Source: an optimization exercise on an open RTL-to-GDS flow (aim: small area, a short achievable clock period and few clock cycles). Production flows keep margins and buffers that such runs may drop.
Function was not checked in any run shown here: the RTL went through the layout flow alone.
Power and IR drop assume default switching activity.

--- design/flow/config.mk ---
export PLATFORM = sky130hd
export DESIGN_NAME = divider1
export DESIGN_NICKNAME = divider1
export VERILOG_FILES = /design/flow/design.v
export SDC_FILE = /design/flow/constraint.sdc
export NUM_CORES = 8
export LEC_CHECK = 0
export CAP_MARGIN = 20
export CORE_MARGIN = 2
export CORE_UTILIZATION = 40
export SLEW_MARGIN = 20
export SYNTH_HIERARCHICAL = 1
--- design/flow/constraint.sdc ---
create_clock -name core_clock -period 32.0 [get_ports {clk}]
set_input_delay 6.4000 -clock core_clock [delete_from_list [all_inputs] [get_ports {clk}]]
set_output_delay 6.4000 -clock core_clock [all_outputs]
set_load 0.01 [all_outputs]
--- design/flow/design.v ---
module D_FF (q, d, reset, clk);
	output logic q;
	input logic d, reset, clk;
	always_ff @(posedge clk)
		if (reset)
			q <= 0;  
		else
			q <= d;  
endmodule
module FF_en(q, d, en, reset, clk);
	output q;
	input d, en, reset, clk;
	wire dat;
	D_FF ff(.q, .d(dat), .reset, .clk);
	NAND_MUX_2x1 muxs(.out(dat), .select(en), .invSelect(~en), .in({d, q}));
endmodule
module NAND_MUX_2x1(out, select, invSelect, in);
	output out;
	input select, invSelect;
	input [1:0] in;
	wire one, zero;
	nand oneNand(one, select, in[1]);
	nand zeroNand(zero, invSelect, in[0]);
	nand sumNand(out, one, zero);
endmodule
module NAND_MUX_4x1(out, select, invSelect, in);
	output out;
	input [1:0] select, invSelect;
	input [3:0] in;
	wire three, two, one, zero;
	nand zeroNand(zero, in[0], invSelect[1], invSelect[0]);
	nand oneNand(one, in[1], invSelect[1], select[0]);
	nand twoNand(two, in[2], select[1], invSelect[0]);
	nand threeNand(three, in[3], select[1], select[0]);
	nand sumNand(out, three, two, one, zero);
endmodule
module adderC65 (val1, val2, Cin, valOut);
	input logic [64:0] val1, val2;
	input logic Cin;
	output logic [64:0] valOut; 
	logic [64:0] cinToCout;
	genvar i;
	generate
		for(i=0; i<64; i++) begin : eachAdder
			full_adder adder(.S(valOut[i+1]), .Cout(cinToCout[i+1]), .A(val1[i+1]), .B(val2[i+1]), .Cin(cinToCout[i]));
		end
	endgenerate
	full_adder startAdder(.S(valOut[0]), .Cout(cinToCout[0]), .A(val1[0]), .B(val2[0]), .Cin);
endmodule
module divider1(quotient, valid_out, divisor, dividend, valid_in, rst, clk);
  output [63:0] quotient;
  output valid_out;
  input [63:0] divisor, dividend;
  input valid_in, rst, clk;
  localparam int K  = 3;                     
  localparam int DW = 67 + K;                
  localparam int JW = 5;                     
  logic          busy;
  logic          first;   
  logic          vo;
  logic [63:0]   rr;      
  logic [DW-1:0] nd;      
  logic          sbn;     
  logic [63:0]   rq;      
  logic          neg;     
  logic [JW-1:0] cnt;     
  assign valid_out = vo | quick;
  div_neg u_neg(.q(rq), .neg(neg), .y(quotient));
  function automatic logic [6:0] msb(input logic [63:0] x);
    logic [63:0] v; logic [5:0] p [64];
    for (int i = 0; i < 64; i++) begin v[i] = x[i]; p[i] = 6'(i); end
    for (int l = 0; l < 6; l++) begin
      for (int i = 0; i < (32 >> l); i++) begin
        p[i] = v[2*i+1] ? p[2*i+1] : p[2*i];
        v[i] = v[2*i+1] | v[2*i];
      end
    end
    msb = {v[0], p[0]};
  endfunction
  wire        sa = dividend[63];
  wire        sb = divisor[63];
  wire [63:0] ma = sa ? (64'd0 - dividend) : dividend;
  wire [6:0]  ta = msb({1'b0, dividend[62:0] ^ dividend[63:1]});
  wire [6:0]  tb = msb({1'b0, divisor[62:0] ^ divisor[63:1]});
  wire [7:0]  ia = ta[6] ? {2'b0, ta[5:0]} : 8'hff;
  wire [7:0]  nib = tb[6] ? ~{2'b0, tb[5:0]} : 8'h00;    
  wire [7:0]  t  = ia + nib + {7'd0, sa};
  wire        bz = ~tb[6] & ~sb;
  wire        az = ~ta[6] & ~sa;
  logic [7:0]   tr;          
  logic         azr, bzr;    
  wire        zq = azr | (tr[7] & (tr != 8'hff));     
  wire        quick = first & (zq | bzr);              
  function automatic logic [JW-1:0] ncyc(input logic [6:0] x);   
    ncyc = '0;
    for (int i = 0; i < 128; i++) if (x == 7'(i)) ncyc = JW'((((i + 1) % 128) + 1) / K);
  endfunction
  wire [JW-1:0] j0 = ncyc(tr[6:0]);
  logic [DW-1:0] dsh;
  always_comb begin
    dsh = nd;
    for (int k = 0; k < JW; k++) if (first & j0[k]) dsh = (dsh << (K << k)) | ~({DW{1'b1}} << (K << k));
  end
  wire [DW-1:0] ndeff = dsh ^ {DW{first & sbn}};    
  function automatic logic [64:0] addc(input logic [DW-1:0] a, input logic [DW-1:0] b, input logic cin);
    logic [DW:0] g, p, G, P;
    g = {a & b, cin};
    p = {a ^ b, 1'b0};
    G = g; P = p;
    for (int l = 0; (1 << l) < DW + 1; l++) begin
      logic [DW:0] G2, P2;
      G2 = G; P2 = P;
      for (int i = 0; i < DW + 1; i++) begin
        if ((i >> l) & 1) begin
          G2[i] = G[i] | (P[i] & G[((i >> l) << l) - 1]);
          P2[i] = P[i] & P[((i >> l) << l) - 1];
        end
      end
      G = G2; P = P2;
    end
    addc[64] = G[DW];
    for (int i = 0; i < 64; i++) addc[i] = p[i+1] ^ G[i];
  endfunction
  logic [63:0]   rnext;
  logic [K-1:0]  qb;
  always_comb begin
    logic [63:0]   r;
    logic [64:0]   t;
    r = rr;
    for (int j = 0; j < K; j++) begin
      if (j == 0) t = addc({{(DW-64){1'b0}}, r}, nd, ~sbn);
      else        t = addc({{(DW-64){1'b0}}, r}, ~(~ndeff >> j), ~sbn);
      qb[K-1-j] = t[64] & ~(j == 0 && first);
      if (qb[K-1-j]) r = t[63:0];
    end
    rnext = r;
  end
  wire last = ((first ? j0 : cnt) == '0);
  always_ff @(posedge clk) begin
    if (rst) begin
      busy  <= 1'b0;
      first <= 1'b0;
      vo    <= 1'b0;
    end else if (!busy) begin
      busy  <= valid_in;
      first <= valid_in;
      vo    <= 1'b0;
    end else begin
      busy  <= ~last & ~quick;
      first <= 1'b0;
      vo    <= last & ~quick;
    end
  end
  always_ff @(posedge clk) begin
    if (!busy) begin
      rr    <= ma;
      nd    <= ~({{(DW-64){sb}}, divisor} << (K - 1));
      tr    <= t;
      azr   <= az;
      bzr   <= bz;
      sbn   <= sb;
      rq    <= {63'd0, bz};
      neg   <= bz ? ~sa : (sa ^ sb);
    end else begin
      rr    <= rnext;
      nd    <= ~(~ndeff >> K);
      cnt   <= (first ? j0 : cnt) - 1'b1;
      rq    <= {rq[63-K:0], qb};
    end
  end
endmodule
module div_neg(input [63:0] q, input neg, output [63:0] y);
  assign y = neg ? (64'd0 - q) : q;
endmodule
module full_adder(S, Cout, A, B, Cin);
	output S, Cout;
	input A, B, Cin;
	wire AB, AC, BC;
	xor sum(S, A, B, Cin);
	nand ab(AB, A, B);
	nand ac(AC, A, Cin);
	nand bc(BC, B, Cin);
	nand abc(Cout, AB, AC, BC);
endmodule
module mux_2x1_X65(outs, select, invSelect, ins);
	output [64:0] outs;
	input select, invSelect;
	input [1:0][64:0] ins;
		NAND_MUX_2x1 m7(.out(outs[7]), .select, .invSelect, .in({ins[1][7], ins[0][7]}));
	NAND_MUX_2x1 m6(.out(outs[6]), .select, .invSelect, .in({ins[1][6], ins[0][6]}));
	NAND_MUX_2x1 m5(.out(outs[5]), .select, .invSelect, .in({ins[1][5], ins[0][5]}));
	NAND_MUX_2x1 m4(.out(outs[4]), .select, .invSelect, .in({ins[1][4], ins[0][4]}));
	NAND_MUX_2x1 m3(.out(outs[3]), .select, .invSelect, .in({ins[1][3], ins[0][3]}));
	NAND_MUX_2x1 m2(.out(outs[2]), .select, .invSelect, .in({ins[1][2], ins[0][2]}));
	NAND_MUX_2x1 m1(.out(outs[1]), .select, .invSelect, .in({ins[1][1], ins[0][1]}));
	NAND_MUX_2x1 m0(.out(outs[0]), .select, .invSelect, .in({ins[1][0], ins[0][0]}));
		NAND_MUX_2x1 m15(.out(outs[15]), .select, .invSelect, .in({ins[1][15], ins[0][15]}));
	NAND_MUX_2x1 m14(.out(outs[14]), .select, .invSelect, .in({ins[1][14], ins[0][14]}));
	NAND_MUX_2x1 m13(.out(outs[13]), .select, .invSelect, .in({ins[1][13], ins[0][13]}));
	NAND_MUX_2x1 m12(.out(outs[12]), .select, .invSelect, .in({ins[1][12], ins[0][12]}));
	NAND_MUX_2x1 m11(.out(outs[11]), .select, .invSelect, .in({ins[1][11], ins[0][11]}));
	NAND_MUX_2x1 m10(.out(outs[10]), .select, .invSelect, .in({ins[1][10], ins[0][10]}));
	NAND_MUX_2x1 m9(.out(outs[9]), .select, .invSelect, .in({ins[1][9], ins[0][9]}));
	NAND_MUX_2x1 m8(.out(outs[8]), .select, .invSelect, .in({ins[1][8], ins[0][8]}));
		NAND_MUX_2x1 m23(.out(outs[23]), .select, .invSelect, .in({ins[1][23], ins[0][23]}));
	NAND_MUX_2x1 m22(.out(outs[22]), .select, .invSelect, .in({ins[1][22], ins[0][22]}));
	NAND_MUX_2x1 m21(.out(outs[21]), .select, .invSelect, .in({ins[1][21], ins[0][21]}));
	NAND_MUX_2x1 m20(.out(outs[20]), .select, .invSelect, .in({ins[1][20], ins[0][20]}));
	NAND_MUX_2x1 m19(.out(outs[19]), .select, .invSelect, .in({ins[1][19], ins[0][19]}));
	NAND_MUX_2x1 m18(.out(outs[18]), .select, .invSelect, .in({ins[1][18], ins[0][18]}));
	NAND_MUX_2x1 m17(.out(outs[17]), .select, .invSelect, .in({ins[1][17], ins[0][17]}));
	NAND_MUX_2x1 m16(.out(outs[16]), .select, .invSelect, .in({ins[1][16], ins[0][16]}));
		NAND_MUX_2x1 m31(.out(outs[31]), .select, .invSelect, .in({ins[1][31], ins[0][31]}));
	NAND_MUX_2x1 m30(.out(outs[30]), .select, .invSelect, .in({ins[1][30], ins[0][30]}));
	NAND_MUX_2x1 m29(.out(outs[29]), .select, .invSelect, .in({ins[1][29], ins[0][29]}));
	NAND_MUX_2x1 m28(.out(outs[28]), .select, .invSelect, .in({ins[1][28], ins[0][28]}));
	NAND_MUX_2x1 m27(.out(outs[27]), .select, .invSelect, .in({ins[1][27], ins[0][27]}));
	NAND_MUX_2x1 m26(.out(outs[26]), .select, .invSelect, .in({ins[1][26], ins[0][26]}));
	NAND_MUX_2x1 m25(.out(outs[25]), .select, .invSelect, .in({ins[1][25], ins[0][25]}));
	NAND_MUX_2x1 m24(.out(outs[24]), .select, .invSelect, .in({ins[1][24], ins[0][24]}));
		NAND_MUX_2x1 m39(.out(outs[39]), .select, .invSelect, .in({ins[1][39], ins[0][39]}));
	NAND_MUX_2x1 m38(.out(outs[38]), .select, .invSelect, .in({ins[1][38], ins[0][38]}));
	NAND_MUX_2x1 m37(.out(outs[37]), .select, .invSelect, .in({ins[1][37], ins[0][37]}));
	NAND_MUX_2x1 m36(.out(outs[36]), .select, .invSelect, .in({ins[1][36], ins[0][36]}));
	NAND_MUX_2x1 m35(.out(outs[35]), .select, .invSelect, .in({ins[1][35], ins[0][35]}));
	NAND_MUX_2x1 m34(.out(outs[34]), .select, .invSelect, .in({ins[1][34], ins[0][34]}));
	NAND_MUX_2x1 m33(.out(outs[33]), .select, .invSelect, .in({ins[1][33], ins[0][33]}));
	NAND_MUX_2x1 m32(.out(outs[32]), .select, .invSelect, .in({ins[1][32], ins[0][32]}));
		NAND_MUX_2x1 m47(.out(outs[47]), .select, .invSelect, .in({ins[1][47], ins[0][47]}));
	NAND_MUX_2x1 m46(.out(outs[46]), .select, .invSelect, .in({ins[1][46], ins[0][46]}));
	NAND_MUX_2x1 m45(.out(outs[45]), .select, .invSelect, .in({ins[1][45], ins[0][45]}));
	NAND_MUX_2x1 m44(.out(outs[44]), .select, .invSelect, .in({ins[1][44], ins[0][44]}));
	NAND_MUX_2x1 m43(.out(outs[43]), .select, .invSelect, .in({ins[1][43], ins[0][43]}));
	NAND_MUX_2x1 m42(.out(outs[42]), .select, .invSelect, .in({ins[1][42], ins[0][42]}));
	NAND_MUX_2x1 m41(.out(outs[41]), .select, .invSelect, .in({ins[1][41], ins[0][41]}));
	NAND_MUX_2x1 m40(.out(outs[40]), .select, .invSelect, .in({ins[1][40], ins[0][40]}));
		NAND_MUX_2x1 m55(.out(outs[55]), .select, .invSelect, .in({ins[1][55], ins[0][55]}));
	NAND_MUX_2x1 m54(.out(outs[54]), .select, .invSelect, .in({ins[1][54], ins[0][54]}));
	NAND_MUX_2x1 m53(.out(outs[53]), .select, .invSelect, .in({ins[1][53], ins[0][53]}));
	NAND_MUX_2x1 m52(.out(outs[52]), .select, .invSelect, .in({ins[1][52], ins[0][52]}));
	NAND_MUX_2x1 m51(.out(outs[51]), .select, .invSelect, .in({ins[1][51], ins[0][51]}));
	NAND_MUX_2x1 m50(.out(outs[50]), .select, .invSelect, .in({ins[1][50], ins[0][50]}));
	NAND_MUX_2x1 m49(.out(outs[49]), .select, .invSelect, .in({ins[1][49], ins[0][49]}));
	NAND_MUX_2x1 m48(.out(outs[48]), .select, .invSelect, .in({ins[1][48], ins[0][48]}));
		NAND_MUX_2x1 m63(.out(outs[63]), .select, .invSelect, .in({ins[1][63], ins[0][63]}));
	NAND_MUX_2x1 m62(.out(outs[62]), .select, .invSelect, .in({ins[1][62], ins[0][62]}));
	NAND_MUX_2x1 m61(.out(outs[61]), .select, .invSelect, .in({ins[1][61], ins[0][61]}));
	NAND_MUX_2x1 m60(.out(outs[60]), .select, .invSelect, .in({ins[1][60], ins[0][60]}));
	NAND_MUX_2x1 m59(.out(outs[59]), .select, .invSelect, .in({ins[1][59], ins[0][59]}));
	NAND_MUX_2x1 m58(.out(outs[58]), .select, .invSelect, .in({ins[1][58], ins[0][58]}));
	NAND_MUX_2x1 m57(.out(outs[57]), .select, .invSelect, .in({ins[1][57], ins[0][57]}));
	NAND_MUX_2x1 m56(.out(outs[56]), .select, .invSelect, .in({ins[1][56], ins[0][56]}));
		NAND_MUX_2x1 m64(.out(outs[64]), .select, .invSelect, .in({ins[1][64], ins[0][64]}));
endmodule
module mux_4x1_X65(outs, select, invSelect, ins);
	output [64:0] outs;
	input [1:0] select, invSelect;
	input [3:0][64:0] ins;
		NAND_MUX_4x1 m7(.out(outs[7]), .select, .invSelect, .in({ins[3][7], ins[2][7], ins[1][7], ins[0][7]}));
	NAND_MUX_4x1 m6(.out(outs[6]), .select, .invSelect, .in({ins[3][6], ins[2][6], ins[1][6], ins[0][6]}));
	NAND_MUX_4x1 m5(.out(outs[5]), .select, .invSelect, .in({ins[3][5], ins[2][5], ins[1][5], ins[0][5]}));
	NAND_MUX_4x1 m4(.out(outs[4]), .select, .invSelect, .in({ins[3][4], ins[2][4], ins[1][4], ins[0][4]}));
	NAND_MUX_4x1 m3(.out(outs[3]), .select, .invSelect, .in({ins[3][3], ins[2][3], ins[1][3], ins[0][3]}));
	NAND_MUX_4x1 m2(.out(outs[2]), .select, .invSelect, .in({ins[3][2], ins[2][2], ins[1][2], ins[0][2]}));
	NAND_MUX_4x1 m1(.out(outs[1]), .select, .invSelect, .in({ins[3][1], ins[2][1], ins[1][1], ins[0][1]}));
	NAND_MUX_4x1 m0(.out(outs[0]), .select, .invSelect, .in({ins[3][0], ins[2][0], ins[1][0], ins[0][0]}));
		NAND_MUX_4x1 m15(.out(outs[15]), .select, .invSelect, .in({ins[3][15], ins[2][15], ins[1][7], ins[0][15]}));
	NAND_MUX_4x1 m14(.out(outs[14]), .select, .invSelect, .in({ins[3][14], ins[2][14], ins[1][7], ins[0][14]}));
	NAND_MUX_4x1 m13(.out(outs[13]), .select, .invSelect, .in({ins[3][13], ins[2][13], ins[1][7], ins[0][13]}));
	NAND_MUX_4x1 m12(.out(outs[12]), .select, .invSelect, .in({ins[3][12], ins[2][12], ins[1][7], ins[0][12]}));
	NAND_MUX_4x1 m11(.out(outs[11]), .select, .invSelect, .in({ins[3][11], ins[2][11], ins[1][7], ins[0][11]}));
	NAND_MUX_4x1 m10(.out(outs[10]), .select, .invSelect, .in({ins[3][10], ins[2][10], ins[1][7], ins[0][10]}));
	NAND_MUX_4x1 m9(.out(outs[9]), .select, .invSelect, .in({ins[3][9], ins[2][9], ins[1][7], ins[0][9]}));
	NAND_MUX_4x1 m8(.out(outs[8]), .select, .invSelect, .in({ins[3][8], ins[2][8], ins[1][7], ins[0][8]}));
		NAND_MUX_4x1 m23(.out(outs[23]), .select, .invSelect, .in({ins[3][23], ins[2][23], ins[1][23], ins[0][23]}));
	NAND_MUX_4x1 m22(.out(outs[22]), .select, .invSelect, .in({ins[3][22], ins[2][22], ins[1][22], ins[0][22]}));
	NAND_MUX_4x1 m21(.out(outs[21]), .select, .invSelect, .in({ins[3][21], ins[2][21], ins[1][21], ins[0][21]}));
	NAND_MUX_4x1 m20(.out(outs[20]), .select, .invSelect, .in({ins[3][20], ins[2][20], ins[1][20], ins[0][20]}));
	NAND_MUX_4x1 m19(.out(outs[19]), .select, .invSelect, .in({ins[3][19], ins[2][19], ins[1][19], ins[0][19]}));
	NAND_MUX_4x1 m18(.out(outs[18]), .select, .invSelect, .in({ins[3][18], ins[2][18], ins[1][18], ins[0][18]}));
	NAND_MUX_4x1 m17(.out(outs[17]), .select, .invSelect, .in({ins[3][17], ins[2][17], ins[1][17], ins[0][17]}));
	NAND_MUX_4x1 m16(.out(outs[16]), .select, .invSelect, .in({ins[3][16], ins[2][16], ins[1][16], ins[0][16]}));
		NAND_MUX_4x1 m31(.out(outs[31]), .select, .invSelect, .in({ins[3][31], ins[2][31], ins[1][31], ins[0][31]}));
	NAND_MUX_4x1 m30(.out(outs[30]), .select, .invSelect, .in({ins[3][30], ins[2][30], ins[1][30], ins[0][30]}));
	NAND_MUX_4x1 m29(.out(outs[29]), .select, .invSelect, .in({ins[3][29], ins[2][29], ins[1][29], ins[0][29]}));
	NAND_MUX_4x1 m28(.out(outs[28]), .select, .invSelect, .in({ins[3][28], ins[2][28], ins[1][28], ins[0][28]}));
	NAND_MUX_4x1 m27(.out(outs[27]), .select, .invSelect, .in({ins[3][27], ins[2][27], ins[1][27], ins[0][27]}));
	NAND_MUX_4x1 m26(.out(outs[26]), .select, .invSelect, .in({ins[3][26], ins[2][26], ins[1][26], ins[0][26]}));
	NAND_MUX_4x1 m25(.out(outs[25]), .select, .invSelect, .in({ins[3][25], ins[2][25], ins[1][25], ins[0][25]}));
	NAND_MUX_4x1 m24(.out(outs[24]), .select, .invSelect, .in({ins[3][24], ins[2][24], ins[1][24], ins[0][24]}));
		NAND_MUX_4x1 m39(.out(outs[39]), .select, .invSelect, .in({ins[3][39], ins[2][39], ins[1][39], ins[0][39]}));
	NAND_MUX_4x1 m38(.out(outs[38]), .select, .invSelect, .in({ins[3][38], ins[2][38], ins[1][38], ins[0][38]}));
	NAND_MUX_4x1 m37(.out(outs[37]), .select, .invSelect, .in({ins[3][37], ins[2][37], ins[1][37], ins[0][37]}));
	NAND_MUX_4x1 m36(.out(outs[36]), .select, .invSelect, .in({ins[3][36], ins[2][36], ins[1][36], ins[0][36]}));
	NAND_MUX_4x1 m35(.out(outs[35]), .select, .invSelect, .in({ins[3][35], ins[2][35], ins[1][35], ins[0][35]}));
	NAND_MUX_4x1 m34(.out(outs[34]), .select, .invSelect, .in({ins[3][34], ins[2][34], ins[1][34], ins[0][34]}));
	NAND_MUX_4x1 m33(.out(outs[33]), .select, .invSelect, .in({ins[3][33], ins[2][33], ins[1][33], ins[0][33]}));
	NAND_MUX_4x1 m32(.out(outs[32]), .select, .invSelect, .in({ins[3][32], ins[2][32], ins[1][32], ins[0][32]}));
		NAND_MUX_4x1 m47(.out(outs[47]), .select, .invSelect, .in({ins[3][47], ins[2][47], ins[1][47], ins[0][47]}));
	NAND_MUX_4x1 m46(.out(outs[46]), .select, .invSelect, .in({ins[3][46], ins[2][46], ins[1][46], ins[0][46]}));
	NAND_MUX_4x1 m45(.out(outs[45]), .select, .invSelect, .in({ins[3][45], ins[2][45], ins[1][45], ins[0][45]}));
	NAND_MUX_4x1 m44(.out(outs[44]), .select, .invSelect, .in({ins[3][44], ins[2][44], ins[1][44], ins[0][44]}));
	NAND_MUX_4x1 m43(.out(outs[43]), .select, .invSelect, .in({ins[3][43], ins[2][43], ins[1][43], ins[0][43]}));
	NAND_MUX_4x1 m42(.out(outs[42]), .select, .invSelect, .in({ins[3][42], ins[2][42], ins[1][42], ins[0][42]}));
	NAND_MUX_4x1 m41(.out(outs[41]), .select, .invSelect, .in({ins[3][41], ins[2][41], ins[1][41], ins[0][41]}));
	NAND_MUX_4x1 m40(.out(outs[40]), .select, .invSelect, .in({ins[3][40], ins[2][40], ins[1][40], ins[0][40]}));
		NAND_MUX_4x1 m55(.out(outs[55]), .select, .invSelect, .in({ins[3][55], ins[2][55], ins[1][55], ins[0][55]}));
	NAND_MUX_4x1 m54(.out(outs[54]), .select, .invSelect, .in({ins[3][54], ins[2][54], ins[1][54], ins[0][54]}));
	NAND_MUX_4x1 m53(.out(outs[53]), .select, .invSelect, .in({ins[3][53], ins[2][53], ins[1][53], ins[0][53]}));
	NAND_MUX_4x1 m52(.out(outs[52]), .select, .invSelect, .in({ins[3][52], ins[2][52], ins[1][52], ins[0][52]}));
	NAND_MUX_4x1 m51(.out(outs[51]), .select, .invSelect, .in({ins[3][51], ins[2][51], ins[1][51], ins[0][51]}));
	NAND_MUX_4x1 m50(.out(outs[50]), .select, .invSelect, .in({ins[3][50], ins[2][50], ins[1][50], ins[0][50]}));
	NAND_MUX_4x1 m49(.out(outs[49]), .select, .invSelect, .in({ins[3][49], ins[2][49], ins[1][49], ins[0][49]}));
	NAND_MUX_4x1 m48(.out(outs[48]), .select, .invSelect, .in({ins[3][48], ins[2][48], ins[1][48], ins[0][48]}));
		NAND_MUX_4x1 m63(.out(outs[63]), .select, .invSelect, .in({ins[3][63], ins[2][63], ins[1][63], ins[0][63]}));
	NAND_MUX_4x1 m62(.out(outs[62]), .select, .invSelect, .in({ins[3][62], ins[2][62], ins[1][62], ins[0][62]}));
	NAND_MUX_4x1 m61(.out(outs[61]), .select, .invSelect, .in({ins[3][61], ins[2][61], ins[1][61], ins[0][61]}));
	NAND_MUX_4x1 m60(.out(outs[60]), .select, .invSelect, .in({ins[3][60], ins[2][60], ins[1][60], ins[0][60]}));
	NAND_MUX_4x1 m59(.out(outs[59]), .select, .invSelect, .in({ins[3][59], ins[2][59], ins[1][59], ins[0][59]}));
	NAND_MUX_4x1 m58(.out(outs[58]), .select, .invSelect, .in({ins[3][58], ins[2][58], ins[1][58], ins[0][58]}));
	NAND_MUX_4x1 m57(.out(outs[57]), .select, .invSelect, .in({ins[3][57], ins[2][57], ins[1][57], ins[0][57]}));
	NAND_MUX_4x1 m56(.out(outs[56]), .select, .invSelect, .in({ins[3][56], ins[2][56], ins[1][56], ins[0][56]}));
		NAND_MUX_4x1 m64(.out(outs[64]), .select, .invSelect, .in({ins[3][64], ins[2][64], ins[1][64], ins[0][64]}));
endmodule
module norifier(outs, ins1, ins0);
	output [63:0] outs;
	input [63:0] ins1, ins0;
		nor oa7(outs[7], ins1[7], ins0[7]);
	nor oa6(outs[6], ins1[6], ins0[6]);
	nor oa5(outs[5], ins1[5], ins0[5]);
	nor oa4(outs[4], ins1[4], ins0[4]);
	nor oa3(outs[3], ins1[3], ins0[3]);
	nor oa2(outs[2], ins1[2], ins0[2]);
	nor oa1(outs[1], ins1[1], ins0[1]);
	nor oa0(outs[0], ins1[0], ins0[0]);
		nor oa15(outs[15], ins1[15], ins0[15]);
	nor oa14(outs[14], ins1[14], ins0[14]);
	nor oa13(outs[13], ins1[13], ins0[13]);
	nor oa12(outs[12], ins1[12], ins0[12]);
	nor oa11(outs[11], ins1[11], ins0[11]);
	nor oa10(outs[10], ins1[10], ins0[10]);
	nor oa9(outs[9], ins1[9], ins0[9]);
	nor oa8(outs[8], ins1[8], ins0[8]);
		nor oa23(outs[23], ins1[23], ins0[23]);
	nor oa22(outs[22], ins1[22], ins0[22]);
	nor oa21(outs[21], ins1[21], ins0[21]);
	nor oa20(outs[20], ins1[20], ins0[20]);
	nor oa19(outs[19], ins1[19], ins0[19]);
	nor oa18(outs[18], ins1[18], ins0[18]);
	nor oa17(outs[17], ins1[17], ins0[17]);
	nor oa16(outs[16], ins1[16], ins0[16]);
		nor oa31(outs[31], ins1[31], ins0[31]);
	nor oa30(outs[30], ins1[30], ins0[30]);
	nor oa29(outs[29], ins1[29], ins0[29]);
	nor oa28(outs[28], ins1[28], ins0[28]);
	nor oa27(outs[27], ins1[27], ins0[27]);
	nor oa26(outs[26], ins1[26], ins0[26]);
	nor oa25(outs[25], ins1[25], ins0[25]);
	nor oa24(outs[24], ins1[24], ins0[24]);
		nor oa39(outs[39], ins1[39], ins0[39]);
	nor oa38(outs[38], ins1[38], ins0[38]);
	nor oa37(outs[37], ins1[37], ins0[37]);
	nor oa36(outs[36], ins1[36], ins0[36]);
	nor oa35(outs[35], ins1[35], ins0[35]);
	nor oa34(outs[34], ins1[34], ins0[34]);
	nor oa33(outs[33], ins1[33], ins0[33]);
	nor oa32(outs[32], ins1[32], ins0[32]);
		nor oa47(outs[47], ins1[47], ins0[47]);
	nor oa46(outs[46], ins1[46], ins0[46]);
	nor oa45(outs[45], ins1[45], ins0[45]);
	nor oa44(outs[44], ins1[44], ins0[44]);
	nor oa43(outs[43], ins1[43], ins0[43]);
	nor oa42(outs[42], ins1[42], ins0[42]);
	nor oa41(outs[41], ins1[41], ins0[41]);
	nor oa40(outs[40], ins1[40], ins0[40]);
		nor oa55(outs[55], ins1[55], ins0[55]);
	nor oa54(outs[54], ins1[54], ins0[54]);
	nor oa53(outs[53], ins1[53], ins0[53]);
	nor oa52(outs[52], ins1[52], ins0[52]);
	nor oa51(outs[51], ins1[51], ins0[51]);
	nor oa50(outs[50], ins1[50], ins0[50]);
	nor oa49(outs[49], ins1[49], ins0[49]);
	nor oa48(outs[48], ins1[48], ins0[48]);
		nor oa63(outs[63], ins1[63], ins0[63]);
	nor oa62(outs[62], ins1[62], ins0[62]);
	nor oa61(outs[61], ins1[61], ins0[61]);
	nor oa60(outs[60], ins1[60], ins0[60]);
	nor oa59(outs[59], ins1[59], ins0[59]);
	nor oa58(outs[58], ins1[58], ins0[58]);
	nor oa57(outs[57], ins1[57], ins0[57]);
	nor oa56(outs[56], ins1[56], ins0[56]);
endmodule
module registerX64(outs, ins, en, rst, clk);
	output [63:0] outs;
	input [63:0] ins;
	input en, rst, clk;
		FF_en r7(.q(outs[7]), .d(ins[7]), .en, .reset(rst), .clk);
	FF_en r6(.q(outs[6]), .d(ins[6]), .en, .reset(rst), .clk);
	FF_en r5(.q(outs[5]), .d(ins[5]), .en, .reset(rst), .clk);
	FF_en r4(.q(outs[4]), .d(ins[4]), .en, .reset(rst), .clk);
	FF_en r3(.q(outs[3]), .d(ins[3]), .en, .reset(rst), .clk);
	FF_en r2(.q(outs[2]), .d(ins[2]), .en, .reset(rst), .clk);
	FF_en r1(.q(outs[1]), .d(ins[1]), .en, .reset(rst), .clk);
	FF_en r0(.q(outs[0]), .d(ins[0]), .en, .reset(rst), .clk);
		FF_en r15(.q(outs[15]), .d(ins[15]), .en, .reset(rst), .clk);
	FF_en r14(.q(outs[14]), .d(ins[14]), .en, .reset(rst), .clk);
	FF_en r13(.q(outs[13]), .d(ins[13]), .en, .reset(rst), .clk);
	FF_en r12(.q(outs[12]), .d(ins[12]), .en, .reset(rst), .clk);
	FF_en r11(.q(outs[11]), .d(ins[11]), .en, .reset(rst), .clk);
	FF_en r10(.q(outs[10]), .d(ins[10]), .en, .reset(rst), .clk);
	FF_en r9(.q(outs[9]), .d(ins[9]), .en, .reset(rst), .clk);
	FF_en r8(.q(outs[8]), .d(ins[8]), .en, .reset(rst), .clk);
		FF_en r23(.q(outs[23]), .d(ins[23]), .en, .reset(rst), .clk);
	FF_en r22(.q(outs[22]), .d(ins[22]), .en, .reset(rst), .clk);
	FF_en r21(.q(outs[21]), .d(ins[21]), .en, .reset(rst), .clk);
	FF_en r20(.q(outs[20]), .d(ins[20]), .en, .reset(rst), .clk);
	FF_en r19(.q(outs[19]), .d(ins[19]), .en, .reset(rst), .clk);
	FF_en r18(.q(outs[18]), .d(ins[18]), .en, .reset(rst), .clk);
	FF_en r17(.q(outs[17]), .d(ins[17]), .en, .reset(rst), .clk);
	FF_en r16(.q(outs[16]), .d(ins[16]), .en, .reset(rst), .clk);
		FF_en r31(.q(outs[31]), .d(ins[31]), .en, .reset(rst), .clk);
	FF_en r30(.q(outs[30]), .d(ins[30]), .en, .reset(rst), .clk);
	FF_en r29(.q(outs[29]), .d(ins[29]), .en, .reset(rst), .clk);
	FF_en r28(.q(outs[28]), .d(ins[28]), .en, .reset(rst), .clk);
	FF_en r27(.q(outs[27]), .d(ins[27]), .en, .reset(rst), .clk);
	FF_en r26(.q(outs[26]), .d(ins[26]), .en, .reset(rst), .clk);
	FF_en r25(.q(outs[25]), .d(ins[25]), .en, .reset(rst), .clk);
	FF_en r24(.q(outs[24]), .d(ins[24]), .en, .reset(rst), .clk);
		FF_en r39(.q(outs[39]), .d(ins[39]), .en, .reset(rst), .clk);
	FF_en r38(.q(outs[38]), .d(ins[38]), .en, .reset(rst), .clk);
	FF_en r37(.q(outs[37]), .d(ins[37]), .en, .reset(rst), .clk);
	FF_en r36(.q(outs[36]), .d(ins[36]), .en, .reset(rst), .clk);
	FF_en r35(.q(outs[35]), .d(ins[35]), .en, .reset(rst), .clk);
	FF_en r34(.q(outs[34]), .d(ins[34]), .en, .reset(rst), .clk);
	FF_en r33(.q(outs[33]), .d(ins[33]), .en, .reset(rst), .clk);
	FF_en r32(.q(outs[32]), .d(ins[32]), .en, .reset(rst), .clk);
		FF_en r47(.q(outs[47]), .d(ins[47]), .en, .reset(rst), .clk);
	FF_en r46(.q(outs[46]), .d(ins[46]), .en, .reset(rst), .clk);
	FF_en r45(.q(outs[45]), .d(ins[45]), .en, .reset(rst), .clk);
	FF_en r44(.q(outs[44]), .d(ins[44]), .en, .reset(rst), .clk);
	FF_en r43(.q(outs[43]), .d(ins[43]), .en, .reset(rst), .clk);
	FF_en r42(.q(outs[42]), .d(ins[42]), .en, .reset(rst), .clk);
	FF_en r41(.q(outs[41]), .d(ins[41]), .en, .reset(rst), .clk);
	FF_en r40(.q(outs[40]), .d(ins[40]), .en, .reset(rst), .clk);
		FF_en r55(.q(outs[55]), .d(ins[55]), .en, .reset(rst), .clk);
	FF_en r54(.q(outs[54]), .d(ins[54]), .en, .reset(rst), .clk);
	FF_en r53(.q(outs[53]), .d(ins[53]), .en, .reset(rst), .clk);
	FF_en r52(.q(outs[52]), .d(ins[52]), .en, .reset(rst), .clk);
	FF_en r51(.q(outs[51]), .d(ins[51]), .en, .reset(rst), .clk);
	FF_en r50(.q(outs[50]), .d(ins[50]), .en, .reset(rst), .clk);
	FF_en r49(.q(outs[49]), .d(ins[49]), .en, .reset(rst), .clk);
	FF_en r48(.q(outs[48]), .d(ins[48]), .en, .reset(rst), .clk);
		FF_en r63(.q(outs[63]), .d(ins[63]), .en, .reset(rst), .clk);
	FF_en r62(.q(outs[62]), .d(ins[62]), .en, .reset(rst), .clk);
	FF_en r61(.q(outs[61]), .d(ins[61]), .en, .reset(rst), .clk);
	FF_en r60(.q(outs[60]), .d(ins[60]), .en, .reset(rst), .clk);
	FF_en r59(.q(outs[59]), .d(ins[59]), .en, .reset(rst), .clk);
	FF_en r58(.q(outs[58]), .d(ins[58]), .en, .reset(rst), .clk);
	FF_en r57(.q(outs[57]), .d(ins[57]), .en, .reset(rst), .clk);
	FF_en r56(.q(outs[56]), .d(ins[56]), .en, .reset(rst), .clk);
endmodule
module registerX65(outs, ins, en, rst, clk);
	output [64:0] outs;
	input [64:0] ins;
	input en, rst, clk;
		FF_en r7(.q(outs[7]), .d(ins[7]), .en, .reset(rst), .clk);
	FF_en r6(.q(outs[6]), .d(ins[6]), .en, .reset(rst), .clk);
	FF_en r5(.q(outs[5]), .d(ins[5]), .en, .reset(rst), .clk);
	FF_en r4(.q(outs[4]), .d(ins[4]), .en, .reset(rst), .clk);
	FF_en r3(.q(outs[3]), .d(ins[3]), .en, .reset(rst), .clk);
	FF_en r2(.q(outs[2]), .d(ins[2]), .en, .reset(rst), .clk);
	FF_en r1(.q(outs[1]), .d(ins[1]), .en, .reset(rst), .clk);
	FF_en r0(.q(outs[0]), .d(ins[0]), .en, .reset(rst), .clk);
		FF_en r15(.q(outs[15]), .d(ins[15]), .en, .reset(rst), .clk);
	FF_en r14(.q(outs[14]), .d(ins[14]), .en, .reset(rst), .clk);
	FF_en r13(.q(outs[13]), .d(ins[13]), .en, .reset(rst), .clk);
	FF_en r12(.q(outs[12]), .d(ins[12]), .en, .reset(rst), .clk);
	FF_en r11(.q(outs[11]), .d(ins[11]), .en, .reset(rst), .clk);
	FF_en r10(.q(outs[10]), .d(ins[10]), .en, .reset(rst), .clk);
	FF_en r9(.q(outs[9]), .d(ins[9]), .en, .reset(rst), .clk);
	FF_en r8(.q(outs[8]), .d(ins[8]), .en, .reset(rst), .clk);
		FF_en r23(.q(outs[23]), .d(ins[23]), .en, .reset(rst), .clk);
	FF_en r22(.q(outs[22]), .d(ins[22]), .en, .reset(rst), .clk);
	FF_en r21(.q(outs[21]), .d(ins[21]), .en, .reset(rst), .clk);
	FF_en r20(.q(outs[20]), .d(ins[20]), .en, .reset(rst), .clk);
	FF_en r19(.q(outs[19]), .d(ins[19]), .en, .reset(rst), .clk);
	FF_en r18(.q(outs[18]), .d(ins[18]), .en, .reset(rst), .clk);
	FF_en r17(.q(outs[17]), .d(ins[17]), .en, .reset(rst), .clk);
	FF_en r16(.q(outs[16]), .d(ins[16]), .en, .reset(rst), .clk);
		FF_en r31(.q(outs[31]), .d(ins[31]), .en, .reset(rst), .clk);
	FF_en r30(.q(outs[30]), .d(ins[30]), .en, .reset(rst), .clk);
	FF_en r29(.q(outs[29]), .d(ins[29]), .en, .reset(rst), .clk);
	FF_en r28(.q(outs[28]), .d(ins[28]), .en, .reset(rst), .clk);
	FF_en r27(.q(outs[27]), .d(ins[27]), .en, .reset(rst), .clk);
	FF_en r26(.q(outs[26]), .d(ins[26]), .en, .reset(rst), .clk);
	FF_en r25(.q(outs[25]), .d(ins[25]), .en, .reset(rst), .clk);
	FF_en r24(.q(outs[24]), .d(ins[24]), .en, .reset(rst), .clk);
		FF_en r39(.q(outs[39]), .d(ins[39]), .en, .reset(rst), .clk);
	FF_en r38(.q(outs[38]), .d(ins[38]), .en, .reset(rst), .clk);
	FF_en r37(.q(outs[37]), .d(ins[37]), .en, .reset(rst), .clk);
	FF_en r36(.q(outs[36]), .d(ins[36]), .en, .reset(rst), .clk);
	FF_en r35(.q(outs[35]), .d(ins[35]), .en, .reset(rst), .clk);
	FF_en r34(.q(outs[34]), .d(ins[34]), .en, .reset(rst), .clk);
	FF_en r33(.q(outs[33]), .d(ins[33]), .en, .reset(rst), .clk);
	FF_en r32(.q(outs[32]), .d(ins[32]), .en, .reset(rst), .clk);
		FF_en r47(.q(outs[47]), .d(ins[47]), .en, .reset(rst), .clk);
	FF_en r46(.q(outs[46]), .d(ins[46]), .en, .reset(rst), .clk);
	FF_en r45(.q(outs[45]), .d(ins[45]), .en, .reset(rst), .clk);
	FF_en r44(.q(outs[44]), .d(ins[44]), .en, .reset(rst), .clk);
	FF_en r43(.q(outs[43]), .d(ins[43]), .en, .reset(rst), .clk);
	FF_en r42(.q(outs[42]), .d(ins[42]), .en, .reset(rst), .clk);
	FF_en r41(.q(outs[41]), .d(ins[41]), .en, .reset(rst), .clk);
	FF_en r40(.q(outs[40]), .d(ins[40]), .en, .reset(rst), .clk);
		FF_en r55(.q(outs[55]), .d(ins[55]), .en, .reset(rst), .clk);
	FF_en r54(.q(outs[54]), .d(ins[54]), .en, .reset(rst), .clk);
	FF_en r53(.q(outs[53]), .d(ins[53]), .en, .reset(rst), .clk);
	FF_en r52(.q(outs[52]), .d(ins[52]), .en, .reset(rst), .clk);
	FF_en r51(.q(outs[51]), .d(ins[51]), .en, .reset(rst), .clk);
	FF_en r50(.q(outs[50]), .d(ins[50]), .en, .reset(rst), .clk);
	FF_en r49(.q(outs[49]), .d(ins[49]), .en, .reset(rst), .clk);
	FF_en r48(.q(outs[48]), .d(ins[48]), .en, .reset(rst), .clk);
		FF_en r63(.q(outs[63]), .d(ins[63]), .en, .reset(rst), .clk);
	FF_en r62(.q(outs[62]), .d(ins[62]), .en, .reset(rst), .clk);
	FF_en r61(.q(outs[61]), .d(ins[61]), .en, .reset(rst), .clk);
	FF_en r60(.q(outs[60]), .d(ins[60]), .en, .reset(rst), .clk);
	FF_en r59(.q(outs[59]), .d(ins[59]), .en, .reset(rst), .clk);
	FF_en r58(.q(outs[58]), .d(ins[58]), .en, .reset(rst), .clk);
	FF_en r57(.q(outs[57]), .d(ins[57]), .en, .reset(rst), .clk);
	FF_en r56(.q(outs[56]), .d(ins[56]), .en, .reset(rst), .clk);
		FF_en r64(.q(outs[64]), .d(ins[64]), .en, .reset(rst), .clk);
endmodule
module xnorifier(outs, ins1, ins0);
	output [63:0] outs;
	input [63:0] ins1, ins0;
		xnor  xoa7(outs[7], ins1[7], ins0[7]);
	xnor xoa6(outs[6], ins1[6], ins0[6]);
	xnor xoa5(outs[5], ins1[5], ins0[5]);
	xnor xoa4(outs[4], ins1[4], ins0[4]);
	xnor xoa3(outs[3], ins1[3], ins0[3]);
	xnor xoa2(outs[2], ins1[2], ins0[2]);
	xnor xoa1(outs[1], ins1[1], ins0[1]);
	xnor xoa0(outs[0], ins1[0], ins0[0]);
		xnor xoa15(outs[15], ins1[15], ins0[15]);
	xnor xoa14(outs[14], ins1[14], ins0[14]);
	xnor xoa13(outs[13], ins1[13], ins0[13]);
	xnor xoa12(outs[12], ins1[12], ins0[12]);
	xnor xoa11(outs[11], ins1[11], ins0[11]);
	xnor xoa10(outs[10], ins1[10], ins0[10]);
	xnor xoa9(outs[9], ins1[9], ins0[9]);
	xnor xoa8(outs[8], ins1[8], ins0[8]);
		xnor xoa23(outs[23], ins1[23], ins0[23]);
	xnor xoa22(outs[22], ins1[22], ins0[22]);
	xnor xoa21(outs[21], ins1[21], ins0[21]);
	xnor xoa20(outs[20], ins1[20], ins0[20]);
	xnor xoa19(outs[19], ins1[19], ins0[19]);
	xnor xoa18(outs[18], ins1[18], ins0[18]);
	xnor xoa17(outs[17], ins1[17], ins0[17]);
	xnor xoa16(outs[16], ins1[16], ins0[16]);
		xnor xoa31(outs[31], ins1[31], ins0[31]);
	xnor xoa30(outs[30], ins1[30], ins0[30]);
	xnor xoa29(outs[29], ins1[29], ins0[29]);
	xnor xoa28(outs[28], ins1[28], ins0[28]);
	xnor xoa27(outs[27], ins1[27], ins0[27]);
	xnor xoa26(outs[26], ins1[26], ins0[26]);
	xnor xoa25(outs[25], ins1[25], ins0[25]);
	xnor xoa24(outs[24], ins1[24], ins0[24]);
		xnor xoa39(outs[39], ins1[39], ins0[39]);
	xnor xoa38(outs[38], ins1[38], ins0[38]);
	xnor xoa37(outs[37], ins1[37], ins0[37]);
	xnor xoa36(outs[36], ins1[36], ins0[36]);
	xnor xoa35(outs[35], ins1[35], ins0[35]);
	xnor xoa34(outs[34], ins1[34], ins0[34]);
	xnor xoa33(outs[33], ins1[33], ins0[33]);
	xnor xoa32(outs[32], ins1[32], ins0[32]);
		xnor xoa47(outs[47], ins1[47], ins0[47]);
	xnor xoa46(outs[46], ins1[46], ins0[46]);
	xnor xoa45(outs[45], ins1[45], ins0[45]);
	xnor xoa44(outs[44], ins1[44], ins0[44]);
	xnor xoa43(outs[43], ins1[43], ins0[43]);
	xnor xoa42(outs[42], ins1[42], ins0[42]);
	xnor xoa41(outs[41], ins1[41], ins0[41]);
	xnor xoa40(outs[40], ins1[40], ins0[40]);
		xnor xoa55(outs[55], ins1[55], ins0[55]);
	xnor xoa54(outs[54], ins1[54], ins0[54]);
	xnor xoa53(outs[53], ins1[53], ins0[53]);
	xnor xoa52(outs[52], ins1[52], ins0[52]);
	xnor xoa51(outs[51], ins1[51], ins0[51]);
	xnor xoa50(outs[50], ins1[50], ins0[50]);
	xnor xoa49(outs[49], ins1[49], ins0[49]);
	xnor xoa48(outs[48], ins1[48], ins0[48]);
		xnor xoa63(outs[63], ins1[63], ins0[63]);
	xnor xoa62(outs[62], ins1[62], ins0[62]);
	xnor xoa61(outs[61], ins1[61], ins0[61]);
	xnor xoa60(outs[60], ins1[60], ins0[60]);
	xnor xoa59(outs[59], ins1[59], ins0[59]);
	xnor xoa58(outs[58], ins1[58], ins0[58]);
	xnor xoa57(outs[57], ins1[57], ins0[57]);
	xnor xoa56(outs[56], ins1[56], ins0[56]);
endmodule
--- design/flow/flow/run.sh ---
#!/bin/bash
# Own flow: the standard layout (standard synthesis, floorplan, placement,
# CTS, routing); only the timing repair is asked to leave a setup margin,
# and port buffers use another buffer cell. Clock and constraints unchanged.
set -e
bash standard.sh SETUP_SLACK_MARGIN=21 "BUFFER_PORTS_ARGS=-buffer_cell sky130_fd_sc_hd__buf_2" finish > standard_finish.log 2>&1
--- design/flow/standard.sh ---
#!/bin/bash
# synth_recipe.tcl (not shown) runs the flow's synth.tcl, then flattens the netlist and writes it again
# the make line also repeats each setting of config.mk as NAME=value (left out here)
make -C /OpenROAD-flow-scripts/flow DESIGN_CONFIG=/design/flow/config.mk WORK_HOME=/design/flow/orfs CLKGATE_MAP_FILE= SYNTH_SCRIPT=/design/flow/synth_recipe.tcl "${@:-finish}"
==> results.txt, run 1 <==
Fill cells in the final layout number 6778. Clock skew on the completed layout was measured at 0.0218 ns. The tree is rooted in a sky130_fd_sc_hd__clkbuf_16. After synthesis, the most frequently instantiated cells are sky130_fd_sc_hd__nand2_1 (405), sky130_fd_sc_hd__nor2_1 (309), sky130_fd_sc_hd__xnor2_1 (278).

The transition time at the pin with the least slew margin came out at 1.26 ns. The global routing stage identified its most utilized layer as met2. The cell leakage power came out at 14.4 nW. The global-route wire length before repair came out at 156000 um.

In the final layout, the share of cells above drive strength 1 is about a fifth. The floorplan step set the die height to 266 um. By instance count, the leading cell after synthesis is sky130_fd_sc_hd__nand2_1. The number of synthesis warnings is 9.

In the routed layout, each cell is associated on average with a via count of 5.94. The initial cell density of the core is 40.2%. The most common flop cell mapped by yosys is sky130_fd_sc_hd__dfxtp_1. The clock network latency to the later pin of the worst-skew pair came out at about 0.60 ns. The async set-reset flop share out of synthesis came out at 0%. The count of clock tree sinks is 216. The TritonCTS clock tree is yes.

The worst setup path is launched from a flop. The violation count after the first detailed-routing iteration is 3218. The net count of the mapped netlist came out at 4027. The worst slew margin relative to its limit is 15.9%. Across every metal layer, demand over resource in global routing totals roughly 28%. The I/O pin count is 196.

The hold violation count in the final report came to 0. The met1 track demand over resource in global routing is between 30 and 40%. The total die area came out at 70800 sq um.

The cell that appears most often on the critical path is sky130_fd_sc_hd__buf_4. The area of the core is 68300 sq um. The final number of setup-violating endpoints came out at 0. The max capacitance violation total came out at 0. The register bit count reported by yosys came out at 216. The number of rows in the core area is 96. The number of nets in the final layout is 4248.

The run finished with no timing, DRC or antenna violations. The number of placed instances, taps included, is 4575. In the global route stage, met3 resource usage came out at 3.96%. The slowest stage of the critical path is the sky130_fd_sc_hd__or4_4 cell. The distinct cell type count of the synthesized netlist is 106. In this run the worst path has a maximum fanout of 26. The mean post-synth cell area came out at 7.59 sq um. Summed over all instances, the cell type with the most area after synthesis is sky130_fd_sc_hd__dfxtp_1. The number of instances in the synthesized netlist is about 3600. The first detailed-routing pass took 5 iterations. The tightest min-delay check is of the reg -> reg type. Entering global routing, the biggest net connects 81 pins. The synthesized netlist occupies a cell area of around 27000 sq um.

The number of buffers inserted by hold repair at cts is 0. The number of port buffers came out at 195. The area share of the largest cell type after synthesis is 14.5%. The filler-free cell count of the finished design came out at 4748. The final HPWL from detailed placement is 78400 um. The remaining antenna violation count after routing is 0.

The via count of the first global-routing pass came out at ~26000. The via total after detailed routing is ~28000. Final hold analysis gives a worst-case slack of between 0.5 and 0.6 ns.

The DRC violation count after routing is 0. The data required time of the critical path came out at 32.48 ns. The final weighted congestion of routability-driven global placement is 0.973. The fraction of the cycle the final worst path needs came out at 33.7%.

The fraction of met2 tracks used by global routing is 43.3%. The CTS H-tree depth is 1. The total CTS buffers came out at 28. The initial antenna violation count is 6. After detailed routing, the average wire length per cell comes to 22.5 um.

The total power per unit cell area came out at 89.6 nW/um^2. Relative to the synthesized area, the layout overhead comes to 19.2%. The time the final worst path needs with I/O delays and setup is 10.80 ns. The clock-pin slew on the worst setup and hold paths came out at 0.07 ns. The total global routing overflow came out at 0. Sorting the synthesized cells by area gives the leading types as sky130_fd_sc_hd__dfxtp_1 (15%), sky130_fd_sc_hd__ha_1 (12%), sky130_fd_sc_hd__xnor2_1 (8.9%). The final total power came out at ~2.9 mW.

The total negative slack for setup checks came out at 0 ns. The sequential element share of the synthesized area is 16.4%. The number of synthesized flops with an enable pin came out at 17. The worst voltage drop across the vdd grid is between 40 and 50 uV. The total routed wirelength is 107000 um. The critical path data arrival time came out at 11.27 ns. The kind of critical path is reg -> reg. The count of pins over their slew limit was 0.

The worst setup path is captured at a flop. In this run the deepest clock path goes through 3 buffers. The maximum operating frequency is 0.0926 GHz.

Setup repair after global routing left no endpoint under its margin. The width of the die came out at between 200 and 300 um. The largest single stage delay on the critical path is between 0.5 and 0.6 ns.
-- final timing paths --
check / start / to / slack (ns) / depth (start not counted)
hold reg to reg: rq[29]$_SDFF_PN0_ / rq[32]$_SDFF_PN0_ / 0.51 / 1
setup reg to reg: tr[5]$_DFFE_PN_ / rr[42]$_DFF_P_ / 21.20 / 45
hold / removal: rq[29]$_SDFF_PN0_ / rq[32]$_SDFF_PN0_ / 0.51 / 1
setup / recovery: tr[5]$_DFFE_PN_ / rr[42]$_DFF_P_ / 21.20 / 45
-- cell families after synthesis --
| kind of cell | count (synthesis) | synth area share [%] |
|---|---|---|
| AO/OA/AOI/OAI | 955 | 23.0 |
| XOR/XNOR | 335 | 10.7 |
| adder cells (fa/ha/maj) | 280 | 13.3 |
| buffers and inverters | 340 | 5.25 |
| flip-flops | 216 | 16.4 |
| multiplexers | 247 | 9.40 |
| AND/OR/NAND/NOR | 1244 | 22.0 |
-- critical path: cells and delay by family (launching register included) --
family	cells	cell delay, ns
fa+ha+maj	2	0.69
compound gates	22	4.61
flops	1	0.38
xor+xnor	1	0.45
buf+inv	10	1.85
mux	1	0.37
simple gates	9	2.24
-- power breakdown --
part	total [mW]	switching, mW	internal [mW]
Sequential	0.386	0.0686	0.318
Combinational	2.18	1.23	0.945
Clock	0.368	0.142	0.225
-- Yosys stat by module, one instance, submodules excluded --
| module | flops+latches | cells |
|---|---|---|
| divider1 | 216 | 3408 |
| div_neg | 0 | 209 |
-- cell usage in the layout (no fill, tap or decap), types with 20 or more instances in the layout --
master / netlist / layout
sky130_fd_sc_hd__nand2_1: 405 / 398
sky130_fd_sc_hd__nor2_1: 309 / 304
sky130_fd_sc_hd__xnor2_1: 278 / 255
sky130_fd_sc_hd__ha_1: 259 / 246
sky130_fd_sc_hd__o21ai_0: 250 / 235
sky130_fd_sc_hd__a21oi_1: 245 / 233
sky130_fd_sc_hd__buf_2: 38 / 198
sky130_fd_sc_hd__dfxtp_1: 199 / 184
sky130_fd_sc_hd__inv_1: 172 / 170
sky130_fd_sc_hd__mux2i_1: 160 / 145
sky130_fd_sc_hd__buf_4: 10 / 122
sky130_fd_sc_hd__nand3_1: 93 / 93
sky130_fd_sc_hd__and2_1: 90 / 90
sky130_fd_sc_hd__mux2_2: 84 / 84
sky130_fd_sc_hd__nor3_1: 77 / 74
sky130_fd_sc_hd__a21o_1: 65 / 64
sky130_fd_sc_hd__xor2_1: 57 / 57
sky130_fd_sc_hd__o21a_1: 42 / 42
sky130_fd_sc_hd__clkbuf_16: 0 / 39
sky130_fd_sc_hd__nor2b_1: 38 / 35
sky130_fd_sc_hd__and3_1: 36 / 35
sky130_fd_sc_hd__nand2b_1: 32 / 32
sky130_fd_sc_hd__a31oi_1: 35 / 28
sky130_fd_sc_hd__or3_1: 27 / 27
sky130_fd_sc_hd__o31ai_1: 29 / 25
sky130_fd_sc_hd__nand4_1: 24 / 24
sky130_fd_sc_hd__o221a_2: 24 / 24
sky130_fd_sc_hd__a211oi_1: 26 / 21
sky130_fd_sc_hd__o21bai_1: 20 / 20
sky130_fd_sc_hd__o22ai_1: 21 / 20
-- area by class of cell --
cell class	count	area, sq um	share of cell area [%]
multi-input combinational	3065	22700	69.2
sequential	216	4520	13.8
timing repair buffer	353	2710	8.27
tap	882	1100	3.37
clock buffer	36	801	2.45
inverter	174	656	2.00
clock inverter	15	262	0.799
antenna	7	17.5	0.0535
-- stage by stage --
| stage | instance area (sq um) | util [%] | setup WS, ns |
|---|---|---|---|
| after CTS | 31500 | 46.1 | 21.00 |
| after floorplan | 27500 | - | 21.52 |
| after detailed placement | 29200 | 42.7 | 17.82 |
| after global placement | 29200 | 42.7 | 18.15 |
| final | 32700 | 47.9 | 21.20 |
| after global routing | 32700 | 47.9 | 20.95 |
-- registers in the layout (all words and copies together), names as in the netlist, 5 cells and up --
register and count:
nd 68, rr 64, cnt 5, rq 64, tr 8
-- per-layer routing --
metal  vias up  routed length, um
li1      13500                  -
met1     13200              46700
met2      1295              46000
met3       246               9360
met4         2               4920
met5         -                 18
-- repair_timing --
item	in CTS	in global routing
buffers inserted	52	40
cloned	11	12
endpoints found under the setup margin	66	67
endpoints found under the hold margin	0	0
resized for setup	126	121
pin swaps	18	40
==> inputs of run 2 (changes only) <==
--- a/design/flow/flow/run.sh
+++ b/design/flow/flow/run.sh
@@ -5,2 +5,2 @@
 set -e
-bash standard.sh SETUP_SLACK_MARGIN=21 "BUFFER_PORTS_ARGS=-buffer_cell sky130_fd_sc_hd__buf_2" finish > standard_finish.log 2>&1
+bash standard.sh SETUP_SLACK_MARGIN=21 "BUFFER_PORTS_ARGS=-buffer_cell sky130_fd_sc_hd__buf_1" finish > standard_finish.log 2>&1
==> run 2 against run 1 <==
Worst setup slack got worse by 0.027 ns; via count fell by 0.30%; die area unchanged; non-clock buffer count decreased by 36; still clean on timing, DRC and antenna; maximum frequency shrank 0.25%; clock skew fell by 0.0052 ns; sequential cell count unchanged; clock power fell by 6.0%; combinational power fell by 3%; wire length down 1.1%; first-iteration DRC count is 4.6% lower.
==> results.txt, run 2 <==
The total die area is 70800 sq um (unchanged). The distinct cell type count of the synthesized netlist came to 106 (unchanged). The y dimension of the die is 266 um (unchanged). The DRC violation count after routing is 0 (unchanged).

The count of clock tree sinks came to 216 (unchanged). The largest registers in the layout are nd: 68 flops, rq: 64 flops, rr: 64 flops. The maximum clock path buffer count was 3 (unchanged). The area share of the largest cell type after synthesis came out at 14.5% (unchanged). The sequential element share of the synthesized area is 16.4% (unchanged). The worst setup path is launched from a flop. The commonest cells after synthesis are sky130_fd_sc_hd__nand2_1 (405), sky130_fd_sc_hd__nor2_1 (309), sky130_fd_sc_hd__xnor2_1 (278).

The number of nets in the final layout came out at 4211 (-0.87%). Setup repair after global routing left no endpoint under its margin. The cell type with the largest total area after synthesis is sky130_fd_sc_hd__dfxtp_1. The global-route wire length before repair is 156000 um (about the same). In this run the top signal layer used is met4.

In this run the clock root is driven by a sky130_fd_sc_hd__clkbuf_16. The total global routing overflow came to 0 (unchanged). The setup path with the least slack is of type reg -> reg. The endpoint identified for the worst register-to-register timing path is rr[36]$_DFF_P_. The number of rows in the core area came out at 96 (unchanged). In the post-synthesis netlist, the cell with the most instances is sky130_fd_sc_hd__nand2_1. The pin count of the biggest net entering global routing is 132 (+63%). The final total power came to 2.85 mW (-2.9%). The final number of setup-violating endpoints came out at 0 (unchanged). For hold timing, the worst endpoint is rq[62]$_SDFF_PN0_.

The worst slew margin relative to its limit came out at 25.9% (+10 points). The part of the power in the clock network came out at 12.1% (-0.4 points). The number of synthesis warnings is 9 (unchanged). Counting flops per register, the top entry is nd. The total CTS buffers came out at 29 (+3.6%).

The maximum fanout along the worst path is 63 (+140%). In this run the critical register-to-register path is launched from tr[5]$_DFFE_PN_. The total area of sequential cells is 4510 sq um (-0.25%). The total power per unit cell area is 89.5 nW/um^2 (-0.13%). The worst voltage drop across the vdd grid came out at 49.9 uV (+3.5%).

The post-detailed-route wirelength per cell is 22.5 um (-0.34%). The number of placed instances with taps included is 4574 (-0.022%). The area added between synthesis and finish came out at 15.8%. The total cell area at the placement stage is 28900 sq um (-0.81%). The area of combinational cells with multiple inputs is 22300 sq um (-1.4%). The total length of routed met2 wires came out at 45200 um (-1.6%). In this run the worst hold path is classified as reg -> reg. The maximum operating frequency was 0.0924 GHz (-0.25%). The via density per instance is 5.97 (+0.50%).

The total routed wirelength came out at 106000 um (-1.1%). The netlist area before placement came out at 27500 sq um (unchanged). The register bit count reported by yosys was 216 (unchanged). The transition time at the pin with the least slew margin was 1.10 ns (-0.154 ns). The total negative slack for setup checks came out at 0 ns (unchanged). The clock network latency to the later pin of the worst-skew pair came to 0.60 ns (about the same). The number of buffers inserted by hold repair at cts is 0 (unchanged). The I/O pin count came out at 196 (unchanged).

The mean post-synth cell area came to 7.59 sq um (unchanged). The worst reg2reg path depth is 44 (-2.2%). The width of the die is 266 um (unchanged). The switching share of power is 50.5% (+1.2 points). The remaining antenna violation count after routing came out at 0 (unchanged).

The total internal power is 1.41 mW (-5.2%). The time the final worst path needs with I/O delays and setup came out at 10.82 ns (+0.0272 ns). The async set-reset flop share out of synthesis came out at 0% (unchanged). The clock-pin slew on the worst setup and hold paths is 0.06 ns (about the same). The number of port buffers is 195 (unchanged).

The initial cell density of the core is 40.2% (unchanged). The net count of the mapped netlist is 4027 (unchanged). The number of instances in the synthesized netlist was 3617 (unchanged).

The critical path data arrival time came out at 11.32 ns (+0.05 ns). The number of synthesized flops with an enable pin came out at 17 (unchanged). The worst setup slack for register-to-register paths came out at 21.18 ns (-0.03 ns). The net switching power is 1.44 mW (-0.58%). The fraction of power consumed by sequential logic is 13.4% (+0.2 points).

The length of routed wiring on met1 is 46400 um (-0.77%). The violation count after the first detailed-routing iteration is 3071 (-4.6%). The fraction of layout cells with a size suffix above 1 is 12.4% (-7.0 points).

The worst hold path cell count is 1 (unchanged). Leaving out fill and tap cells, the most frequent cell in the layout is sky130_fd_sc_hd__nand2_1. The largest individual stage delay along the critical path comes from the cell sky130_fd_sc_hd__or4_4. The final setup skew is 0.0166 ns (-0.00520 ns).

Ranked by total cell area, the synthesized netlist is headed by sky130_fd_sc_hd__dfxtp_1 (15%), sky130_fd_sc_hd__ha_1 (12%), sky130_fd_sc_hd__xnor2_1 (8.9%). TritonCTS built the clock tree. The final design area excluding fillers is 31800 sq um (-2.8%). The met3 wire length came out at 9070 um (-3.1%). The flow ran to the end and the layout has no timing, DRC or antenna violations. The final HPWL from detailed placement is 78300 um (-0.23%).

The cell leakage power is 13.6 nW (-6.0%). Leaving out fill and tap cells, the most frequent cells in the layout are sky130_fd_sc_hd__nand2_1 (402), sky130_fd_sc_hd__nor2_1 (304), sky130_fd_sc_hd__xnor2_1 (260). The filler-free cell count of the finished design is 4710 (-0.80%). The number of inserted filler cells in the final layout came out at 6840 (+0.91%). The data required time of the critical path is 32.49 ns (about the same). The source of the worst hold timing path is rq[59]$_SDFF_PN0_. The number of flip-flops under the largest register name is 68 (unchanged). The count of pins over their slew limit is 0 (unchanged). The maximum single-stage delay on the critical path came out at 0.55 ns (-0.03 ns). The most used cell along the critical path is sky130_fd_sc_hd__buf_4. The via total after detailed routing came out at 28100 (-0.30%).

The hold violation count in the final report came out at 0 (unchanged). The share of power burned in combinational logic came out at 74.4% (about the same). The detailed-routing iteration count for the pre-antenna-repair pass is 6 (+1).

The via count of the first global-routing pass is 26200 (+0.58%). The final weighted congestion of routability-driven global placement is 0.986 (+1.3%). The fraction of the cycle the final worst path needs came out at 33.8% (+0.085 points). The max capacitance violation total came to 0 (unchanged). The most common flop cell mapped by yosys is sky130_fd_sc_hd__dfxtp_1.

STA classifies the critical path endpoint as a flop. The area of the core came out at 68300 sq um (unchanged). The overall track demand over capacity in global routing is 28.4% (about the same). The CTS H-tree depth is 1 (unchanged).

The initial antenna violation count is 3 (-3).
-- run 2: cell counts after synthesis --
No cell type changed its count.
-- run 2: what timing repair did --
item                                    CTS  global route
buffers inserted                         33            26
resized for setup                        95            85
pin swaps                                10            18
gates cloned                              9            10
endpoints found under the setup margin   65            65
hold endpoints to repair                  0             0
-- run 2: cells by family (layout without fill, tap and decap cells) --
family / count (synthesis) / count (layout) / share of synthesized area, %
simple gates: 1244 / 1246 / 22.0
compound gates: 955 / 955 / 23.0
buf+inv: 340 / 545 / 5.25
xor+xnor: 335 / 335 / 10.7
fa+ha+maj: 280 / 280 / 13.3
mux: 247 / 247 / 9.40
flops: 216 / 216 / 16.4
other cells: 0 / 4 / 0
-- run 2: power groups by stage --
stage	Clock [mW]	Combinational, mW	Sequential [mW]
6_report	0.346	2.12	0.382
5_1_grt	0.358	2.31	0.383
4_1_cts	0.348	1.99	0.377
3_5_place_dp	0	1.89	0.392
3_3_place_gp	0	1.89	0.393
2_1_floorplan	0	1.47	0.347
-- run 2: per-layer routing --
metal	global-route usage (%)	up-vias
li1	-	13500
met1	39.7	13200
met2	43.7	1268
met3	3.85	252
met4	11.9	0
met5	0	-
-- run 2: per-module statistics from Yosys, one instance, submodules excluded --
module | flops+latches | copies in the design | cells inside
divider1 | 216 | 1 | 3408
div_neg | 0 | 1 | 209
-- run 2: stage by stage --
stage	utilization, %	hold slack, ns	worst slack (ns)
floorplan	-	0.458	21.52
global placement	42.3	0.484	18.33
detailed placement	42.3	0.497	18.03
CTS	45.3	0.514	20.99
global route	46.5	0.538	20.97
finish	46.6	0.511	21.18
-- run 2: area by class of cell --
class,count,area share [%]
clock inverter,22,0.692
tap,882,3.47
clock buffer,32,2.45
sequential,216,14.2
timing repair buffer,317,6.91
multi-input combinational,3063,70.2
inverter,174,2.06
antenna,4,0.0315
-- run 2: critical path, delay by kind of cell, from the launching register on --
family | cells | cell delay (ns)
multiplexers | 3 | 0.88
flip-flops | 1 | 0.35
XOR/XNOR | 1 | 0.09
adder cells (fa/ha/maj) | 2 | 0.72
buffers and inverters | 8 | 1.63
AND/OR/NAND/NOR | 14 | 2.95
AO/OA/AOI/OAI | 16 | 3.91
-- run 2: how the worst max path moves through the flow --
stage	from	end	depth (start not counted)
after global routing	tr[1]$_DFFE_PN_	rr[37]$_DFF_P_	46
after CTS	nd[0]$_SDFF_PN1_	rr[45]$_DFF_P_	42
final	tr[5]$_DFFE_PN_	rr[36]$_DFF_P_	44
after detailed placement	nd[2]$_DFF_P_	rr[45]$_DFF_P_	40
after global placement	nd[0]$_SDFF_PN1_	rr[50]$_DFF_P_	41
after floorplan	nd[8]$_DFF_P_	rr[24]$_DFF_P_	43

## what the ideal ports hide
How much do the figures lean on ideal ports? The routed layouts below were timed once more, with nothing changed but the port constraints. Step 1: set_driving_cell puts a clkbuf_16 on clk and a buf_2 on each other input, an assumption about the parent block. Step 2 also shifts input and output timing later by t, the mid clock arrival at the registers, as if the neighbouring blocks saw the same clock. Slacks: ideal / step 1 / step 2; pairs: ideal / step 1.
run	shift t [ns]	setup slack, ns	hold WS [ns]	worst setup path at the end	worst slew at a driven data input, ns
run 1	0.650	21.204 / 21.204 / 20.649	0.508 / 0.508 / 0.508	input to register	0.11
run 2	0.651	21.177 / 21.177 / 20.603	0.511 / 0.511 / 0.511	input to register	0.10
After both steps every run listed still meets setup and hold. The setup slack of run 2, which loses most, moves by 0.000 ns with the drivers and by -0.574 ns with both steps.
